Source: an optimization exercise on an open RTL-to-GDS flow (aim: small area and a short achievable clock period). Production flows keep margins and buffers that such runs may drop.
At most, simulation tests tie the RTL to the original design; equivalence was not proved.
Power and IR-drop figures of this design are not reliable: the tool's default activity estimate is inflated in some of its runs.

==> run a: inputs <==
// perceptron_top
module perceptron_top #(
    parameter WIDTH = 16
  ) (
    input clk,
    input reset,
    input      val_i,
    output     rdy_o,
    output     val_o,
    input      rdy_i,
    input  [1:0] W1W0b_en_i,
    input        b_i,
    input        W0_i,
    input        W1_i,
    input signed [WIDTH-1:0] X0_i,
    input signed [WIDTH-1:0] X1_i,
    output     Y_o
);
==> flow/config.mk <==
export PLATFORM = sky130hd
export DESIGN_NAME = perceptron_top
export DESIGN_NICKNAME = perceptron_top
export VERILOG_FILES = /design/flow/design.v
export SDC_FILE = /design/flow/constraint.sdc
export NUM_CORES = 4
export LEC_CHECK = 0
export CAP_MARGIN = 20
export CORE_MARGIN = 2
export CORE_UTILIZATION = 55
export CTS_BUF_LIST = sky130_fd_sc_hd__clkbuf_8
export SETUP_SLACK_MARGIN = 4.9
export SLEW_MARGIN = 20
export SYNTH_HIERARCHICAL = 1
export SYNTH_MINIMUM_KEEP_SIZE = 0
==> flow/constraint.sdc <==
create_clock -name core_clock -period 9.0 [get_ports {clk}]
set_input_delay 1.8000 -clock core_clock [delete_from_list [all_inputs] [get_ports {clk}]]
set_output_delay 1.8000 -clock core_clock [all_outputs]
set_load 0.01 [all_outputs]
standard.sh (not shown) runs the stock make flow with config.mk's settings and CLKGATE_MAP_FILE= SYNTH_SCRIPT=/design/flow/synth_recipe.tcl, a recipe that flattens the netlist after the stock synthesis.
==> flow/flow/run.sh <==
#!/bin/bash
# The standard layout (standard.sh: unchanged synthesis and steps), with
#  - the port buffers made of a plain buffer cell instead of the delay buffer
#    that buffer_ports picks by default, and
#  - setup repair limited to resizing gates and swapping pins (no buffer
#    insertion or gate cloning).
# ORFS keeps each step's full log under orfs/logs/; make's own output goes to
# make.log here.
set -euo pipefail
bash standard.sh BUFFER_PORTS_ARGS="-buffer_cell sky130_fd_sc_hd__buf_1" \
  SETUP_MOVE_SEQUENCE="unbuffer,sizeup,swap" finish > make.log 2>&1
==> run b: changes against run a <==
--- a/flow/design.v
+++ b/flow/design.v
@@ -1,25 +1,33 @@
 module rdy_gate (input rdy_i, input busy, input reset, input [1:0] en, output rdy);
   assign rdy = (rdy_i | ~busy) & ~(reset | en[1] | en[0]);
 endmodule
+module nor3m (input a, input b, input c, output y);
+  assign y = ~(a | b | c);
+endmodule
+module ao_en (input a, input b, input c, output y);
+  assign y = (a | ~b) & c;
+endmodule
 module perceptron_ctrl (
     input        clk,
     input        reset,
     input  [1:0] W1W0b_en_i,
     output       en_egress,
     output       en_ingress,
     input        val_i,
     output       rdy_o,
     output reg   val_o,
     input        rdy_i
 );
 reg  val_o_reg;
-wire reset_internal = reset | (|W1W0b_en_i);
 wire busy = val_o & val_o_reg;
 rdy_gate u_rdy_port (.rdy_i(rdy_i), .busy(busy), .reset(reset), .en(W1W0b_en_i), .rdy(rdy_o));
-rdy_gate u_rdy_int  (.rdy_i(rdy_i), .busy(busy), .reset(reset), .en(W1W0b_en_i), .rdy(en_ingress));
+wire go;    
+nor3m u_go (.a(reset), .b(W1W0b_en_i[1]), .c(W1W0b_en_i[0]), .y(go));
+ao_en u_en_in (.a(rdy_i), .b(busy), .c(go), .y(en_ingress));
+wire reset_internal = ~go;
 assign en_egress = rdy_i | ~val_o;
 always @ (posedge clk)
 begin
   if (reset_internal == 1)
   begin
     val_o_reg <= 0;
@@ -43,47 +51,47 @@
     input        W1_i,
     input  [15:0] X0_i,
     input  [15:0] X1_i,
     output Y_o
 );
 reg [15:0] wn0, wn1, b;
-wire sh_w1 = ~reset & (W1W0b_en_i == 2'b11);
-wire sh_w0 = ~reset & (W1W0b_en_i == 2'b10);
-wire sh_b  = ~reset & (W1W0b_en_i == 2'b01);
-wire ho_w1 = ~reset & ~(W1W0b_en_i == 2'b11);
-wire ho_w0 = ~reset & ~(W1W0b_en_i == 2'b10);
-wire ho_b  = ~reset & ~(W1W0b_en_i == 2'b01);
+wire shn_w1 = ~(~reset & (W1W0b_en_i == 2'b11));
+wire shn_w0 = ~(~reset & (W1W0b_en_i == 2'b10));
+wire hon_w1 = reset | (W1W0b_en_i == 2'b11);
+wire hon_w0 = reset | (W1W0b_en_i == 2'b10);
+wire sh_b   = ~reset & (W1W0b_en_i == 2'b01);
+wire ho_b   = ~reset & ~(W1W0b_en_i == 2'b01);
 wire [15:0] wn1_d, wn0_d, b_d;
-ao221m u_w1d [15:0] (.a({wn1[14:0], ~W1_i}), .b(sh_w1), .c(wn1), .d(ho_w1), .e(reset), .y(wn1_d));
-ao221m u_w0d [15:0] (.a({wn0[14:0], ~W0_i}), .b(sh_w0), .c(wn0), .d(ho_w0), .e(reset), .y(wn0_d));
-ao22m  u_bd  [15:0] (.a({b[14:0],  b_i}),  .b(sh_b),  .c(b),  .d(ho_b),  .y(b_d));
+oa22m u_w1d [15:0] (.a({wn1[14:0], ~W1_i}), .b(shn_w1), .c(wn1), .d(hon_w1), .y(wn1_d));
+oa22m u_w0d [15:0] (.a({wn0[14:0], ~W0_i}), .b(shn_w0), .c(wn0), .d(hon_w0), .y(wn0_d));
+ao22m u_bd  [15:0] (.a({b[14:0],  b_i}),   .b(sh_b),   .c(b),   .d(ho_b),   .y(b_d));
 always @ (posedge clk)
 begin
   wn1 <= wn1_d;
   wn0 <= wn0_d;
   b   <= b_d;
 end
-wire [7:0] neg0_d, one0_d, two0_d, neg1_d, one1_d, two1_d;
+wire [7:0] neg0_d, onen0_d, twon0_d, neg1_d, onen1_d, twon1_d;
 genvar gi;
 generate for (gi = 0; gi < 8; gi = gi + 1) begin : g_enc
   booth_enc u_e0 (.xh(X0_i[2*gi+1]), .xm(X0_i[2*gi]), .xl(gi == 0 ? 1'b0 : X0_i[(gi == 0 ? 0 : 2*gi-1)]),
-                  .one(one0_d[gi]), .two(two0_d[gi]));
+                  .onen(onen0_d[gi]), .twon(twon0_d[gi]));
   assign neg0_d[gi] = X0_i[2*gi+1];
   booth_enc u_e1 (.xh(X1_i[2*gi+1]), .xm(X1_i[2*gi]), .xl(gi == 0 ? 1'b0 : X1_i[(gi == 0 ? 0 : 2*gi-1)]),
-                  .one(one1_d[gi]), .two(two1_d[gi]));
+                  .onen(onen1_d[gi]), .twon(twon1_d[gi]));
   assign neg1_d[gi] = X1_i[2*gi+1];
 end endgenerate
 reg [7:0] neg0, onen0, twon0, neg1, onen1, twon1;
 wire [7:0] neg0_n, onen0_n, twon0_n, neg1_n, onen1_n, twon1_n;
 wire en_hold = ~en_ingress;
 ao22m u_hneg0 [7:0] (.a(neg0_d), .b(en_ingress), .c(neg0), .d(en_hold), .y(neg0_n));
-ao22m u_honen0 [7:0] (.a(~one0_d), .b(en_ingress), .c(onen0), .d(en_hold), .y(onen0_n));
-ao22m u_htwon0 [7:0] (.a(~two0_d), .b(en_ingress), .c(twon0), .d(en_hold), .y(twon0_n));
+ao22m u_honen0 [7:0] (.a(onen0_d), .b(en_ingress), .c(onen0), .d(en_hold), .y(onen0_n));
+ao22m u_htwon0 [7:0] (.a(twon0_d), .b(en_ingress), .c(twon0), .d(en_hold), .y(twon0_n));
 ao22m u_hneg1 [7:0] (.a(neg1_d), .b(en_ingress), .c(neg1), .d(en_hold), .y(neg1_n));
-ao22m u_honen1 [7:0] (.a(~one1_d), .b(en_ingress), .c(onen1), .d(en_hold), .y(onen1_n));
-ao22m u_htwon1 [7:0] (.a(~two1_d), .b(en_ingress), .c(twon1), .d(en_hold), .y(twon1_n));
+ao22m u_honen1 [7:0] (.a(onen1_d), .b(en_ingress), .c(onen1), .d(en_hold), .y(onen1_n));
+ao22m u_htwon1 [7:0] (.a(twon1_d), .b(en_ingress), .c(twon1), .d(en_hold), .y(twon1_n));
 always @ (posedge clk)
 begin
   neg0 <= neg0_n; onen0 <= onen0_n; twon0 <= twon0_n;
   neg1 <= neg1_n; onen1 <= onen1_n; twon1 <= twon1_n;
 end
 wire sel1, p2, sel3, p4, sel5, p6, sel7, p8, sel9, p10, sel11, p12;
@@ -1086,17 +1094,18 @@
 assign q1160 = c713 | s740;
 assign g1161 = c741 & s768;
 assign q1162 = c741 | s768;
 assign G1163 = g1161 | (q1162 & g1159);
 assign P1164 = q1162 & q1160;
 reg [26:0] cs;
+wire [26:0] cs_new = {P1133, G1132, P1146, G1145, P1158, G1157, s988, c969, s968, c945, s944, c921, s920, c893, s892, c865, s864, c833, s832, c801, s800, c769, P1164, G1163, P1152, G1151, G1142};
+wire [26:0] cs_d;
+wire eg_hold = ~en_egress;
+ao22m u_hcs [26:0] (.a(cs_new), .b(en_egress), .c(cs), .d(eg_hold), .y(cs_d));
 always @ (posedge clk)
-begin
-  if (en_egress == 1)
-    cs <= {P1133, G1132, P1146, G1145, P1158, G1157, s988, c969, s968, c945, s944, c921, s920, c893, s892, c865, s864, c833, s832, c801, s800, c769, P1164, G1163, P1152, G1151, G1142};
-end
+  cs <= cs_d;
 assign g1165 = cs[5] & cs[6];
 assign q1166 = cs[5] | cs[6];
 assign g1167 = cs[7] & cs[8];
 assign q1168 = cs[7] | cs[8];
 assign g1169 = cs[9] & cs[10];
 assign q1170 = cs[9] | cs[10];
@@ -1131,21 +1140,21 @@
 assign G1199 = G1195 | (P1196 & G1194);
 assign G1200 = cs[25] | (cs[26] & G1197);
 assign P1201 = cs[26] & P1198;
 assign G1202 = G1200 | (P1201 & G1199);
 assign Y_o = ~(1'b1 ^ G1202);
 endmodule
-module booth_enc (input xh, input xm, input xl, output one, output two);
-  assign one = xm ^ xl;
-  assign two = (xh ^ xm) & ~(xm ^ xl);
+module booth_enc (input xh, input xm, input xl, output onen, output twon);
+  assign onen = ~(xm ^ xl);
+  assign twon = ~((xh ^ xm) & ~(xm ^ xl));
 endmodule
 module ao22m (input a, input b, input c, input d, output y);
   assign y = (a & b) | (c & d);
 endmodule
-module ao221m (input a, input b, input c, input d, input e, output y);
-  assign y = (a & b) | (c & d) | e;
+module oa22m (input a, input b, input c, input d, output y);
+  assign y = (a | b) & (c | d);
 endmodule
 module invm (input a, output y);
   assign y = ~a;
 endmodule
 module oai22m (input a, input b, input c, input d, output y);
   assign y = ~((a | b) & (c | d));
--- a/flow/config.mk
+++ b/flow/config.mk
@@ -6,10 +6,10 @@
 export NUM_CORES = 4
 export LEC_CHECK = 0
 export CAP_MARGIN = 20
 export CORE_MARGIN = 2
 export CORE_UTILIZATION = 55
 export CTS_BUF_LIST = sky130_fd_sc_hd__clkbuf_8
-export SETUP_SLACK_MARGIN = 4.9
+export SETUP_SLACK_MARGIN = 4.6
 export SLEW_MARGIN = 20
 export SYNTH_HIERARCHICAL = 1
 export SYNTH_MINIMUM_KEEP_SIZE = 0
==> run c: changes against run a <==
--- a/flow/design.v
+++ b/flow/design.v
@@ -1,25 +1,33 @@
 module rdy_gate (input rdy_i, input busy, input reset, input [1:0] en, output rdy);
   assign rdy = (rdy_i | ~busy) & ~(reset | en[1] | en[0]);
 endmodule
+module nor3m (input a, input b, input c, output y);
+  assign y = ~(a | b | c);
+endmodule
+module ao_en (input a, input b, input c, output y);
+  assign y = (a | ~b) & c;
+endmodule
 module perceptron_ctrl (
     input        clk,
     input        reset,
     input  [1:0] W1W0b_en_i,
     output       en_egress,
     output       en_ingress,
     input        val_i,
     output       rdy_o,
     output reg   val_o,
     input        rdy_i
 );
 reg  val_o_reg;
-wire reset_internal = reset | (|W1W0b_en_i);
 wire busy = val_o & val_o_reg;
 rdy_gate u_rdy_port (.rdy_i(rdy_i), .busy(busy), .reset(reset), .en(W1W0b_en_i), .rdy(rdy_o));
-rdy_gate u_rdy_int  (.rdy_i(rdy_i), .busy(busy), .reset(reset), .en(W1W0b_en_i), .rdy(en_ingress));
+wire go;    
+nor3m u_go (.a(reset), .b(W1W0b_en_i[1]), .c(W1W0b_en_i[0]), .y(go));
+ao_en u_en_in (.a(rdy_i), .b(busy), .c(go), .y(en_ingress));
+wire reset_internal = ~go;
 assign en_egress = rdy_i | ~val_o;
 always @ (posedge clk)
 begin
   if (reset_internal == 1)
   begin
     val_o_reg <= 0;
@@ -43,47 +51,47 @@
     input        W1_i,
     input  [15:0] X0_i,
     input  [15:0] X1_i,
     output Y_o
 );
 reg [15:0] wn0, wn1, b;
-wire sh_w1 = ~reset & (W1W0b_en_i == 2'b11);
-wire sh_w0 = ~reset & (W1W0b_en_i == 2'b10);
-wire sh_b  = ~reset & (W1W0b_en_i == 2'b01);
-wire ho_w1 = ~reset & ~(W1W0b_en_i == 2'b11);
-wire ho_w0 = ~reset & ~(W1W0b_en_i == 2'b10);
-wire ho_b  = ~reset & ~(W1W0b_en_i == 2'b01);
+wire shn_w1 = ~(~reset & (W1W0b_en_i == 2'b11));
+wire shn_w0 = ~(~reset & (W1W0b_en_i == 2'b10));
+wire hon_w1 = reset | (W1W0b_en_i == 2'b11);
+wire hon_w0 = reset | (W1W0b_en_i == 2'b10);
+wire sh_b   = ~reset & (W1W0b_en_i == 2'b01);
+wire ho_b   = ~reset & ~(W1W0b_en_i == 2'b01);
 wire [15:0] wn1_d, wn0_d, b_d;
-ao221m u_w1d [15:0] (.a({wn1[14:0], ~W1_i}), .b(sh_w1), .c(wn1), .d(ho_w1), .e(reset), .y(wn1_d));
-ao221m u_w0d [15:0] (.a({wn0[14:0], ~W0_i}), .b(sh_w0), .c(wn0), .d(ho_w0), .e(reset), .y(wn0_d));
-ao22m  u_bd  [15:0] (.a({b[14:0],  b_i}),  .b(sh_b),  .c(b),  .d(ho_b),  .y(b_d));
+oa22m u_w1d [15:0] (.a({wn1[14:0], ~W1_i}), .b(shn_w1), .c(wn1), .d(hon_w1), .y(wn1_d));
+oa22m u_w0d [15:0] (.a({wn0[14:0], ~W0_i}), .b(shn_w0), .c(wn0), .d(hon_w0), .y(wn0_d));
+ao22m u_bd  [15:0] (.a({b[14:0],  b_i}),   .b(sh_b),   .c(b),   .d(ho_b),   .y(b_d));
 always @ (posedge clk)
 begin
   wn1 <= wn1_d;
   wn0 <= wn0_d;
   b   <= b_d;
 end
-wire [7:0] neg0_d, one0_d, two0_d, neg1_d, one1_d, two1_d;
+wire [7:0] neg0_d, onen0_d, twon0_d, neg1_d, onen1_d, twon1_d;
 genvar gi;
 generate for (gi = 0; gi < 8; gi = gi + 1) begin : g_enc
   booth_enc u_e0 (.xh(X0_i[2*gi+1]), .xm(X0_i[2*gi]), .xl(gi == 0 ? 1'b0 : X0_i[(gi == 0 ? 0 : 2*gi-1)]),
-                  .one(one0_d[gi]), .two(two0_d[gi]));
+                  .onen(onen0_d[gi]), .twon(twon0_d[gi]));
   assign neg0_d[gi] = X0_i[2*gi+1];
   booth_enc u_e1 (.xh(X1_i[2*gi+1]), .xm(X1_i[2*gi]), .xl(gi == 0 ? 1'b0 : X1_i[(gi == 0 ? 0 : 2*gi-1)]),
-                  .one(one1_d[gi]), .two(two1_d[gi]));
+                  .onen(onen1_d[gi]), .twon(twon1_d[gi]));
   assign neg1_d[gi] = X1_i[2*gi+1];
 end endgenerate
 reg [7:0] neg0, onen0, twon0, neg1, onen1, twon1;
 wire [7:0] neg0_n, onen0_n, twon0_n, neg1_n, onen1_n, twon1_n;
 wire en_hold = ~en_ingress;
 ao22m u_hneg0 [7:0] (.a(neg0_d), .b(en_ingress), .c(neg0), .d(en_hold), .y(neg0_n));
-ao22m u_honen0 [7:0] (.a(~one0_d), .b(en_ingress), .c(onen0), .d(en_hold), .y(onen0_n));
-ao22m u_htwon0 [7:0] (.a(~two0_d), .b(en_ingress), .c(twon0), .d(en_hold), .y(twon0_n));
+ao22m u_honen0 [7:0] (.a(onen0_d), .b(en_ingress), .c(onen0), .d(en_hold), .y(onen0_n));
+ao22m u_htwon0 [7:0] (.a(twon0_d), .b(en_ingress), .c(twon0), .d(en_hold), .y(twon0_n));
 ao22m u_hneg1 [7:0] (.a(neg1_d), .b(en_ingress), .c(neg1), .d(en_hold), .y(neg1_n));
-ao22m u_honen1 [7:0] (.a(~one1_d), .b(en_ingress), .c(onen1), .d(en_hold), .y(onen1_n));
-ao22m u_htwon1 [7:0] (.a(~two1_d), .b(en_ingress), .c(twon1), .d(en_hold), .y(twon1_n));
+ao22m u_honen1 [7:0] (.a(onen1_d), .b(en_ingress), .c(onen1), .d(en_hold), .y(onen1_n));
+ao22m u_htwon1 [7:0] (.a(twon1_d), .b(en_ingress), .c(twon1), .d(en_hold), .y(twon1_n));
 always @ (posedge clk)
 begin
   neg0 <= neg0_n; onen0 <= onen0_n; twon0 <= twon0_n;
   neg1 <= neg1_n; onen1 <= onen1_n; twon1 <= twon1_n;
 end
 wire sel1, p2, sel3, p4, sel5, p6, sel7, p8, sel9, p10, sel11, p12;
@@ -1086,17 +1094,18 @@
 assign q1160 = c713 | s740;
 assign g1161 = c741 & s768;
 assign q1162 = c741 | s768;
 assign G1163 = g1161 | (q1162 & g1159);
 assign P1164 = q1162 & q1160;
 reg [26:0] cs;
+wire [26:0] cs_new = {P1133, G1132, P1146, G1145, P1158, G1157, s988, c969, s968, c945, s944, c921, s920, c893, s892, c865, s864, c833, s832, c801, s800, c769, P1164, G1163, P1152, G1151, G1142};
+wire [26:0] cs_d;
+wire eg_hold = ~en_egress;
+ao22m u_hcs [26:0] (.a(cs_new), .b(en_egress), .c(cs), .d(eg_hold), .y(cs_d));
 always @ (posedge clk)
-begin
-  if (en_egress == 1)
-    cs <= {P1133, G1132, P1146, G1145, P1158, G1157, s988, c969, s968, c945, s944, c921, s920, c893, s892, c865, s864, c833, s832, c801, s800, c769, P1164, G1163, P1152, G1151, G1142};
-end
+  cs <= cs_d;
 assign g1165 = cs[5] & cs[6];
 assign q1166 = cs[5] | cs[6];
 assign g1167 = cs[7] & cs[8];
 assign q1168 = cs[7] | cs[8];
 assign g1169 = cs[9] & cs[10];
 assign q1170 = cs[9] | cs[10];
@@ -1131,21 +1140,21 @@
 assign G1199 = G1195 | (P1196 & G1194);
 assign G1200 = cs[25] | (cs[26] & G1197);
 assign P1201 = cs[26] & P1198;
 assign G1202 = G1200 | (P1201 & G1199);
 assign Y_o = ~(1'b1 ^ G1202);
 endmodule
-module booth_enc (input xh, input xm, input xl, output one, output two);
-  assign one = xm ^ xl;
-  assign two = (xh ^ xm) & ~(xm ^ xl);
+module booth_enc (input xh, input xm, input xl, output onen, output twon);
+  assign onen = ~(xm ^ xl);
+  assign twon = ~((xh ^ xm) & ~(xm ^ xl));
 endmodule
 module ao22m (input a, input b, input c, input d, output y);
   assign y = (a & b) | (c & d);
 endmodule
-module ao221m (input a, input b, input c, input d, input e, output y);
-  assign y = (a & b) | (c & d) | e;
+module oa22m (input a, input b, input c, input d, output y);
+  assign y = (a | b) & (c | d);
 endmodule
 module invm (input a, output y);
   assign y = ~a;
 endmodule
 module oai22m (input a, input b, input c, input d, output y);
   assign y = ~((a | b) & (c | d));
==> flow/config.mk (replaced) <==
export PLATFORM = sky130hd
export DESIGN_NAME = perceptron_top
export DESIGN_NICKNAME = perceptron_top
export VERILOG_FILES = /design/flow/design.v
export SDC_FILE = /design/flow/constraint.sdc
export NUM_CORES = 4
export LEC_CHECK = 0
export CAP_MARGIN = 20
export CORE_MARGIN = 2
export CORE_UTILIZATION = 68
export CTS_BUF_LIST = sky130_fd_sc_hd__clkbuf_8
export SETUP_SLACK_MARGIN = 4.6
export SLEW_MARGIN = 20
export SYNTH_HIERARCHICAL = 1
export SYNTH_MINIMUM_KEEP_SIZE = 0
==> qor summary <==
Internal cell power: run c 0.00448 W; run b 0.00441 W; run a 0.00700 W
Summed area of non-filler cells in the final layout: run c 0.0156 mm²; run b 0.0154 mm²; run a 0.0165 mm²
Area share of xor/xnor cells in the synthesized design: run c 18.7%; run b 18.7%; run a 18.3%
EDFF count, synth: run c 0; run b 0; run a 27
Reported leakage power: run c 6.66 nW; run b 6.62 nW; run a 6.48 nW
Area occupied by registers: run c 0.00277 mm²; run b 0.00276 mm²; run a 0.00302 mm²
Number of instances resized during post-cts repair: run c 109; run b 103; run a 214
Result of the run: run c timing/DRC/antenna clean; run b timing/DRC/antenna clean; run a timing/DRC/antenna clean
Sequential-to-total area share from yosys stat: run c 17.9%; run b 17.9%; run a 19.5%
Clock group share of total power: run c 6.7%; run b 6.8%; run a 4.3%
Buffers, non-clock: run c 53; run b 56; run a 70
Met3 routed WL: run c 4060 µm; run b 3130 µm; run a 3830 µm
Worst path bufs/invs: run c 0; run b 3; run a 3
Wire length of the first global-routing pass: run c 68000 µm; run b 69500 µm; run a 69600 µm
Kind of critical path: run c reg -> reg; run b in -> out; run a in -> out
Total global-route track usage: run c 41.4%; run b 35.1%; run a 34.5%
Post-synthesis compound-gate area fraction: run c 22.7%; run b 22.7%; run a 21.5%
Number of antenna violations at the first check in global routing: run c 0; run b 0; run a 1
Comb group: run c 0.00650 W; run b 0.00625 W; run a 0.0106 W
Number of standard cells after synthesis: run c 1234; run b 1234; run a 1241
Fraction of the mapped netlist area in simple logic gates: run c 3.56%; run b 3.56%; run a 3.29%
Worst path arrival time: run c 4720 ps; run b 2540 ps; run a 2410 ps
Power Clock: run c 0.000543 W; run b 0.000538 W; run a 0.000560 W
Peak supply drop: run c 0.000525 V; run b 0.00101 V; run a 0.00120 V
Combinational power share: run c 80.0%; run b 79.3%; run a 81.6%
FP Rows: run c 52; run b 58; run a 58
Die W: run c 147 µm; run b 163 µm; run a 165 µm
The RTL of run a was laid out without a check of its function.

## afterwards: timing with drivers on the ports
The results above use ideal ports. As a check the final layouts listed here were re-extracted and re-timed, cells and wires unchanged. Step 1 sets driving cells, clkbuf_16 on the clock port and buf_2 on the other inputs (assumed; they add their load-dependent delay and slew). Step 2 times the ports against the registers' clock, not the clock port: input delays grow and output delays shrink by t, the midpoint of the rising clock arrivals with the driver on. Three values: ideal ports, drivers, drivers and shift; two values: the first two.
| run | shift t [ns] | setup WS [ns] | worst hold slack (ns) | worst setup path after step 2 |
|---|---|---|---|---|
| run a | 0.514 | 4.785 / 4.731 / 4.731 | 0.495 / 0.495 / 0.495 | input to output |
| run b | 0.518 | 4.662 / 4.638 / 4.638 | 0.476 / 0.476 / 0.476 | input to output |
| run c | 0.518 | 4.649 / 4.649 / 4.649 | 0.478 / 0.478 / 0.478 | register to register |
After both steps every run listed still meets setup and hold. The setup slack of run a, which loses most, moves by -0.054 ns with the drivers and by -0.054 ns with both steps.
